From an optimization exercise on the open Yosys and OpenROAD flow, aimed at small area, a short achievable clock period and few clock cycles; shortcuts taken in it are not production practice.
Where RTL was checked, it was by simulation tests only, not by an equivalence proof against the original.
Power is estimated from default activity; no workload was simulated.

==> flow/design.v (excerpt) <==
module SingleCycleCPU(halt, clk, rst,
                      imem_addr, imem_data,
                      dmem_addr, dmem_size, dmem_wdata, dmem_we, dmem_rdata);
   output halt;
   input  clk, rst;
   output [31:0] imem_addr;
   input  [31:0] imem_data;
   output [31:0] dmem_addr;
   output [1:0]  dmem_size;
   output [31:0] dmem_wdata;
   output        dmem_we;
   input  [31:0] dmem_rdata;
   reg [31:0] fpc;           
   reg [31:0] ir;            
   reg        ir_v;
   reg        halt_r;
   reg        w_v;           
   reg        w_ld;          
   reg [4:0]  w_rd;
   reg [2:0]  w_f3;
   reg [31:0] w_data;        
   reg [31:0] st_data;       
   reg        st_we;
   reg        m_busy;
   reg        m_acc_hi;      
   reg [3:0]  m_lo_hi;
   reg [3:0]  m_cnt;
   reg        m_bp;
   reg        btb_v;
   reg [12:2] btb_tag;
   reg [12:2] btb_tgt;
   reg        ir_pred;       
   reg        btb_ev;
   reg [4:0]  btb_rs;
   reg        btb_r1;        
   reg [2:0]  btb_f3;
   assign imem_addr  = fpc;
   assign dmem_addr  = w_data;
   assign dmem_size  = w_f3[1:0];
   assign dmem_wdata = st_data;
   assign dmem_we    = st_we;
   assign halt       = halt_r;
   wire [6:0] op  = ir[6:0];
   wire [2:0] f3  = ir[14:12];
   wire [6:0] f7  = ir[31:25];
   wire [4:0] rd  = ir[11:7];
   wire [4:0] rs1 = ir[19:15];
   wire [4:0] rs2 = ir[24:20];
   wire is_op    = (op == 7'b0110011);
   wire is_opimm = (op == 7'b0010011);
  ...
export LEC_CHECK = 0
export CAP_MARGIN = 20
export CORE_MARGIN = 2
export CORE_UTILIZATION = 40
export SLEW_MARGIN = 20
create_clock -name core_clock -period 230.0 [get_ports {clk}]
standard.sh (not shown) runs the stock make flow with config.mk's settings and CLKGATE_MAP_FILE= SYNTH_SCRIPT=/design/flow/synth_recipe.tcl, a recipe that flattens the netlist after the stock synthesis.
==> flow/flow/run.sh <==
#!/bin/bash
# Standard layout (standard.sh) with: abc mapping for area (flow/area.abc),
# buf_2 port buffers, clock tree with larger sink clusters and no dummy loads.
set -euo pipefail
here=$(pwd)
export MY_ABC_SCRIPT=$here/flow/area.abc
extra='"BUFFER_PORTS_ARGS=-buffer_cell sky130_fd_sc_hd__buf_2" "CTS_ARGS=-sink_clustering_enable -repair_clock_nets -dont_use_dummy_load -sink_clustering_size 24 -sink_clustering_max_diameter 120"'
sed -e "s#SYNTH_SCRIPT=[^ ]*#SYNTH_SCRIPT=$here/flow/synth.tcl#" \
    -e "s#\"\${@:-finish}\"#$extra \"\${@:-finish}\"#" standard.sh > std_a.sh
grep -q "SYNTH_SCRIPT=$here/flow/synth.tcl" std_a.sh
grep -q "dont_use_dummy_load" std_a.sh
bash std_a.sh finish > flow_make.log 2>&1
==> flow/flow/area.abc <==
&get -n
&st
&dch
&nf -R 1000
&put
==> flow/flow/synth.tcl <==
# The standard flow's synthesis script (synth_recipe.tcl), with abc run on flow/area.abc
proc synth {args} { yosys synth -nofsm -noshare {*}$args }
proc abc {args} {
  set i [lsearch -exact $args -script]
  if { $i >= 0 } { lset args [expr {$i + 1}] $::env(MY_ABC_SCRIPT) }
  yosys abc {*}$args
}
source $::env(SCRIPTS_DIR)/synth.tcl
# left out here: clear keep_hierarchy, flatten, clean up, hide names made inside functions, write 1_2_yosys.v
Testbench counts at the start, summed over its fixed seeds: cycles 131,360.
Change:
==> flow/flow/run.sh (replaced) <==
#!/bin/bash
# Standard layout (standard.sh) with: abc mapping for area (flow/area.abc),
# buf_2 port buffers, clock tree with larger sink clusters and no dummy loads, 70% utilisation,
# and from clock tree synthesis on, gate up-sizing aiming at the port-bound period.
set -euo pipefail
here=$(pwd)
export MY_ABC_SCRIPT=$here/flow/area.abc
extra='"BUFFER_PORTS_ARGS=-buffer_cell sky130_fd_sc_hd__buf_2" "CTS_ARGS=-sink_clustering_enable -repair_clock_nets -dont_use_dummy_load -sink_clustering_size 24 -sink_clustering_max_diameter 120" CORE_UTILIZATION=70'
sed -e "s#SYNTH_SCRIPT=[^ ]*#SYNTH_SCRIPT=$here/flow/synth.tcl#" \
    -e "s#\"\${@:-finish}\"#$extra \"\${@:-finish}\"#" standard.sh > std_a.sh
sed -e "s#\"\${@:-finish}\"#SETUP_SLACK_MARGIN=182.6 SETUP_MOVE_SEQUENCE=sizeup \"\${@:-finish}\"#" std_a.sh > std_b.sh
grep -q "SYNTH_SCRIPT=$here/flow/synth.tcl" std_a.sh
grep -q "SETUP_MOVE_SEQUENCE=sizeup" std_b.sh
bash std_a.sh place > flow_make_a.log 2>&1
bash std_b.sh finish > flow_make_b.log 2>&1
Outcome: Now the flow stopped in 5_1_grt on GRT-0232; synthesized area stays the same; synthesized cell count is unchanged.
Change:
--- a/flow/flow/run.sh
+++ b/flow/flow/run.sh
@@ -3 +3 @@
-# buf_2 port buffers, clock tree with larger sink clusters and no dummy loads, 70% utilisation,
+# buf_2 port buffers, clock tree with larger sink clusters and no dummy loads,
@@ -8 +8 @@
-extra='"BUFFER_PORTS_ARGS=-buffer_cell sky130_fd_sc_hd__buf_2" "CTS_ARGS=-sink_clustering_enable -repair_clock_nets -dont_use_dummy_load -sink_clustering_size 24 -sink_clustering_max_diameter 120" CORE_UTILIZATION=70'
+extra='"BUFFER_PORTS_ARGS=-buffer_cell sky130_fd_sc_hd__buf_2" "CTS_ARGS=-sink_clustering_enable -repair_clock_nets -dont_use_dummy_load -sink_clustering_size 24 -sink_clustering_max_diameter 120"'
The changed run ran to the end with no violations.
Area after synthesis stays the same.
Synthesized cell count is unchanged.
Change:
--- a/flow/flow/run.sh
+++ b/flow/flow/run.sh
@@ -3 +3 @@
-# buf_2 port buffers, clock tree with larger sink clusters and no dummy loads,
+# buf_2 port buffers, clock tree with larger sink clusters and no dummy loads, 55% utilisation,
@@ -8 +8 @@
-extra='"BUFFER_PORTS_ARGS=-buffer_cell sky130_fd_sc_hd__buf_2" "CTS_ARGS=-sink_clustering_enable -repair_clock_nets -dont_use_dummy_load -sink_clustering_size 24 -sink_clustering_max_diameter 120"'
+extra='"BUFFER_PORTS_ARGS=-buffer_cell sky130_fd_sc_hd__buf_2" "CTS_ARGS=-sink_clustering_enable -repair_clock_nets -dont_use_dummy_load -sink_clustering_size 24 -sink_clustering_max_diameter 120" CORE_UTILIZATION=55'
=> Die area goes down by about 27%; core utilization came out higher by 16 points; non-clock buffer count fell by 21; sequential share of layout area increases by 0.56 points; cell area goes down by 1.2%; setup slack got worse by 0.036 ns.
Change:
--- a/flow/flow/run.sh
+++ b/flow/flow/run.sh
@@ -3 +3 @@
-# buf_2 port buffers, clock tree with larger sink clusters and no dummy loads, 55% utilisation,
+# buf_2 port buffers, clock tree with larger sink clusters and no dummy loads, 55% utilisation, 10% slew and cap margins,
@@ -8 +8 @@
-extra='"BUFFER_PORTS_ARGS=-buffer_cell sky130_fd_sc_hd__buf_2" "CTS_ARGS=-sink_clustering_enable -repair_clock_nets -dont_use_dummy_load -sink_clustering_size 24 -sink_clustering_max_diameter 120" CORE_UTILIZATION=55'
+extra='"BUFFER_PORTS_ARGS=-buffer_cell sky130_fd_sc_hd__buf_2" "CTS_ARGS=-sink_clustering_enable -repair_clock_nets -dont_use_dummy_load -sink_clustering_size 24 -sink_clustering_max_diameter 120" CORE_UTILIZATION=55 SLEW_MARGIN=10 CAP_MARGIN=10'
With this change the flow reached the layout checks and failed them: max-capacitance violations, max-slew violations.
Cell count barely changes.
Clock skew is lower by 0.059 ns.
Sequential share of layout area hardly moves.

---

Starting RTL as in the previous note.
==> flow/design.v (excerpt) <==
module SingleCycleCPU(halt, clk, rst,
                      imem_addr, imem_data,
                      dmem_addr, dmem_size, dmem_wdata, dmem_we, dmem_rdata);
Settings: LEC_CHECK=0, CAP_MARGIN=20, CORE_MARGIN=2, CORE_UTILIZATION=40, SLEW_MARGIN=20; clock period 230.0 ns.
==> flow/flow/run.sh <==
#!/bin/bash
# Standard layout (standard.sh) with: abc mapping for area (flow/area.abc),
# buf_2 port buffers, clock tree with larger sink clusters and no dummy loads,
# and from clock tree synthesis on, gate up-sizing aiming at the port-bound period.
set -euo pipefail
here=$(pwd)
export MY_ABC_SCRIPT=$here/flow/area.abc
extra='"BUFFER_PORTS_ARGS=-buffer_cell sky130_fd_sc_hd__buf_2" "CTS_ARGS=-sink_clustering_enable -repair_clock_nets -dont_use_dummy_load -sink_clustering_size 24 -sink_clustering_max_diameter 120"'
sed -e "s#SYNTH_SCRIPT=[^ ]*#SYNTH_SCRIPT=$here/flow/synth.tcl#" \
    -e "s#\"\${@:-finish}\"#$extra \"\${@:-finish}\"#" standard.sh > std_a.sh
sed -e "s#\"\${@:-finish}\"#SETUP_SLACK_MARGIN=182.6 SETUP_MOVE_SEQUENCE=sizeup \"\${@:-finish}\"#" std_a.sh > std_b.sh
grep -q "SYNTH_SCRIPT=$here/flow/synth.tcl" std_a.sh
grep -q "SETUP_MOVE_SEQUENCE=sizeup" std_b.sh
bash std_a.sh place > flow_make_a.log 2>&1
bash std_b.sh finish > flow_make_b.log 2>&1
==> flow/flow/area.abc <==
&get -n
&st
&dch
&nf -R 1000
&st
&dch
&nf -R 1000
&put
Scripts as last shown in full above: flow/flow/synth.tcl
The first run produced a clean layout.
Testbench counts at the start, summed over its fixed seeds: cycles 131,360.
==> next run, changes <==
--- a/flow/flow/run.sh
+++ b/flow/flow/run.sh
@@ -3,2 +3 @@
-# buf_2 port buffers, clock tree with larger sink clusters and no dummy loads,
-# and from clock tree synthesis on, gate up-sizing aiming at the port-bound period.
+# buf_2 port buffers, clock tree with larger sink clusters and no dummy loads.
@@ -11 +9,0 @@
-sed -e "s#\"\${@:-finish}\"#SETUP_SLACK_MARGIN=182.6 SETUP_MOVE_SEQUENCE=sizeup \"\${@:-finish}\"#" std_a.sh > std_b.sh
@@ -13,3 +11,2 @@
-grep -q "SETUP_MOVE_SEQUENCE=sizeup" std_b.sh
-bash std_a.sh place > flow_make_a.log 2>&1
-bash std_b.sh finish > flow_make_b.log 2>&1
+grep -q "dont_use_dummy_load" std_a.sh
+bash std_a.sh finish > flow_make.log 2>&1
Design area hardly moves.
Hold slack gains 5.6 ps.
Synthesized cell count stays the same.
Via count is about the same.

---

SingleCycleCPU again, from the RTL that the note above started with.
clock: 230.0 ns
lec_check: 0
cap_margin: 20
core_margin: 2
core_utilization: 40
slew_margin: 20
==> flow/flow/run.sh <==
#!/bin/bash
# Standard layout (standard.sh) with: abc mapping for area (flow/area.abc),
# buf_2 port buffers, clock tree with larger sink clusters and no dummy loads.
set -euo pipefail
here=$(pwd)
export MY_ABC_SCRIPT=$here/flow/area.abc
extra='"BUFFER_PORTS_ARGS=-buffer_cell sky130_fd_sc_hd__buf_2" "CTS_ARGS=-sink_clustering_enable -repair_clock_nets -dont_use_dummy_load -sink_clustering_size 20 -sink_clustering_max_diameter 100"'
sed -e "s#SYNTH_SCRIPT=[^ ]*#SYNTH_SCRIPT=$here/flow/synth.tcl#" \
    -e "s#\"\${@:-finish}\"#$extra \"\${@:-finish}\"#" standard.sh > std_a.sh
grep -q "SYNTH_SCRIPT=$here/flow/synth.tcl" std_a.sh
grep -q "dont_use_dummy_load" std_a.sh
bash std_a.sh finish > flow_make.log 2>&1
==> flow/flow/area.abc <==
&get -n
&st
&dch
&nf -R 1000
&put
Scripts as last shown in full above: flow/flow/synth.tcl
Testbench counts at the start, summed over its fixed seeds: cycles 131,360.
==> next run, changes <==
--- a/flow/flow/run.sh
+++ b/flow/flow/run.sh
@@ -5,5 +5,5 @@
 here=$(pwd)
 export MY_ABC_SCRIPT=$here/flow/area.abc
-extra='"BUFFER_PORTS_ARGS=-buffer_cell sky130_fd_sc_hd__buf_2" "CTS_ARGS=-sink_clustering_enable -repair_clock_nets -dont_use_dummy_load -sink_clustering_size 20 -sink_clustering_max_diameter 100"'
+extra='"BUFFER_PORTS_ARGS=-buffer_cell sky130_fd_sc_hd__buf_2" "CTS_ARGS=-sink_clustering_enable -repair_clock_nets -dont_use_dummy_load -sink_clustering_size 30 -sink_clustering_max_diameter 90"'
 sed -e "s#SYNTH_SCRIPT=[^ ]*#SYNTH_SCRIPT=$here/flow/synth.tcl#" \
     -e "s#\"\${@:-finish}\"#$extra \"\${@:-finish}\"#" standard.sh > std_a.sh
Effect: The changed run passed the timing, DRC and antenna checks. Non-clock buffer count came out higher by 1. Register-to-register slack loses 0.35 ns. Final area came out lower by about 0.5%. Sequential share of layout area came out higher by 0.22 points. Worst hold slack gains 0.0047 ns. Setup slack hardly moves. Global-route usage hardly moves. Power came out lower by about 2.1%. Critical path depth does not change. Utilization came out lower by 0.23 points.
==> next run, changes <==
==> flow/flow/run.sh (replaced) <==
#!/bin/bash
# Standard layout (standard.sh) with: abc mapping for area (flow/area.abc),
# buf_2 port buffers, clock tree with larger sink clusters and no dummy loads,
# and from clock tree synthesis on, gate up-sizing aiming at the port-bound period.
set -euo pipefail
here=$(pwd)
export MY_ABC_SCRIPT=$here/flow/area.abc
extra='"BUFFER_PORTS_ARGS=-buffer_cell sky130_fd_sc_hd__buf_2" "CTS_ARGS=-sink_clustering_enable -repair_clock_nets -dont_use_dummy_load -sink_clustering_size 24 -sink_clustering_max_diameter 120"'
sed -e "s#SYNTH_SCRIPT=[^ ]*#SYNTH_SCRIPT=$here/flow/synth.tcl#" \
    -e "s#\"\${@:-finish}\"#$extra \"\${@:-finish}\"#" standard.sh > std_a.sh
sed -e "s#\"\${@:-finish}\"#SETUP_SLACK_MARGIN=183.5 SETUP_MOVE_SEQUENCE=sizeup \"\${@:-finish}\"#" std_a.sh > std_b.sh
grep -q "SYNTH_SCRIPT=$here/flow/synth.tcl" std_a.sh
grep -q "SETUP_MOVE_SEQUENCE=sizeup" std_b.sh
bash std_a.sh place > flow_make_a.log 2>&1
bash std_b.sh finish > flow_make_b.log 2>&1
Synthesized area does not change.
Power climbs slightly.
Cell area climbs slightly.
Hold slack loses 0.0077 ns.
First-iteration DRC count stays flat.
Clock power stays flat.
Global-route usage stays flat.
Non-clock buffer count drops by 1.
Core utilization climbs by 0.54 points.

---

SingleCycleCPU, a different RTL version from the one above (not shown whole).
For scale: about 6200 cells after synthesis, ~170 I/O pins, ~0.068 mm2 of cells after synthesis.
Settings: LEC_CHECK=0, CAP_MARGIN=20, CORE_MARGIN=2, CORE_UTILIZATION=40, SLEW_MARGIN=20; clock period 230.0 ns.
==> flow/flow/run.sh <==
#!/bin/bash
# Standard layout (standard.sh) with: abc mapping for area (flow/area.abc),
# buf_2 port buffers, clock tree without dummy loads.
set -euo pipefail
here=$(pwd)
export MY_ABC_SCRIPT=$here/flow/area.abc
common='"BUFFER_PORTS_ARGS=-buffer_cell sky130_fd_sc_hd__buf_2" "CTS_ARGS=-sink_clustering_enable -repair_clock_nets -dont_use_dummy_load"'
sed -e "s#SYNTH_SCRIPT=[^ ]*#SYNTH_SCRIPT=$here/flow/synth.tcl#" \
    -e "s#\"\${@:-finish}\"#$common \"\${@:-finish}\"#" standard.sh > std_a.sh
grep -q "SYNTH_SCRIPT=$here/flow/synth.tcl" std_a.sh
grep -q "dont_use_dummy_load" std_a.sh
bash std_a.sh finish > flow_make.log 2>&1
Scripts as last shown in full above: flow/flow/area.abc, flow/flow/synth.tcl
The starting point finished clean.
Edit:
--- a/flow/flow/run.sh
+++ b/flow/flow/run.sh
@@ -3 +3,2 @@
-# buf_2 port buffers, clock tree without dummy loads.
+# buf_2 port buffers, clock tree without dummy loads, and from clock tree
+# synthesis on, repair_timing aiming at the port-bound period.
@@ -9,0 +11 @@
+sed -e "s#\"\${@:-finish}\"#SETUP_SLACK_MARGIN=183 \"\${@:-finish}\"#" std_a.sh > std_b.sh
@@ -11,2 +13,4 @@
-grep -q "dont_use_dummy_load" std_a.sh
-bash std_a.sh finish > flow_make.log 2>&1
+grep -q "dont_use_dummy_load" std_b.sh
+grep -q "SETUP_SLACK_MARGIN=183" std_b.sh
+bash std_a.sh place > flow_make_a.log 2>&1
+bash std_b.sh finish > flow_make_b.log 2>&1
After rerunning: The changed run completed without violations; total power came out higher by 0.87%; core utilization came out higher by 0.92 points; wire length came out higher by 0.61%; non-clock buffer count came out higher by 102; sequential share of layout area came out lower by 0.59 points; first-iteration DRC count came out lower by 3.4%; synthesized area does not change; cell area came out higher by 2.0%; hold slack hardly moves; final cell count came out higher by 1.1%; global-route usage came out higher by 0.35 points.
No functional check of the RTL was part of any run of this note.

## afterwards: timing with drivers on the ports
Ports are ideal in the flow. The routed layouts listed here were re-timed in OpenROAD. Step 1: set_driving_cell puts a clkbuf_16 on clk and a buf_2 on each other input, an assumption about the parent block. Step 2 moves the port delays by t, midway between the first and last clock arrival at a register: inputs arrive t later, outputs are due t later. That takes back most of the time a late clock gives input paths. Three values: ideal, step 1, step 2; two values: the first two.
run | shift t [ns] | setup WS [ns] | worst setup path at the end | latest minus earliest clock arrival (ns) | cell pins on the clock port's net
the first run of note 1 | 0.794 | 182.263 / 182.176 / 182.026 | input to register | 0.138 / 0.138 | 1
the third run of note 1 | 0.797 | 182.618 / 182.529 / 182.065 | input to register | 0.141 / 0.141 | 1
the fourth run of note 1 | 0.804 | 182.582 / 182.497 / 181.884 | input to register | 0.147 / 0.147 | 1
the fifth run of note 1 | 0.806 | 182.566 / 182.479 / 181.878 | input to register | 0.088 / 0.088 | 1
the first run of note 2 | 0.809 | 182.553 / 182.471 / 181.919 | input to register | 0.142 / 0.142 | 1
the second run of note 2 | 0.804 | 182.417 / 182.336 / 181.815 | input to register | 0.144 / 0.144 | 1
the first run of note 3 | 0.801 | 182.280 / 182.192 / 182.025 | input to register | 0.093 / 0.092 | 1
the second run of note 3 | 0.804 | 182.281 / 182.195 / 182.002 | input to register | 0.163 / 0.163 | 1
the third run of note 3 | 0.801 | 182.612 / 182.523 / 182.547 | input to register | 0.142 / 0.142 | 1
the first run of note 4 | 0.861 | 182.255 / 182.171 / 182.380 | input to register | 0.096 / 0.095 | 1
the second run of note 4 | 0.867 | 182.663 / 182.577 / 182.372 | input to register | 0.097 / 0.098 | 1
The setup slack of the fourth run of note 1, which loses most, moves by -0.085 ns with the drivers and by -0.698 ns with both steps.
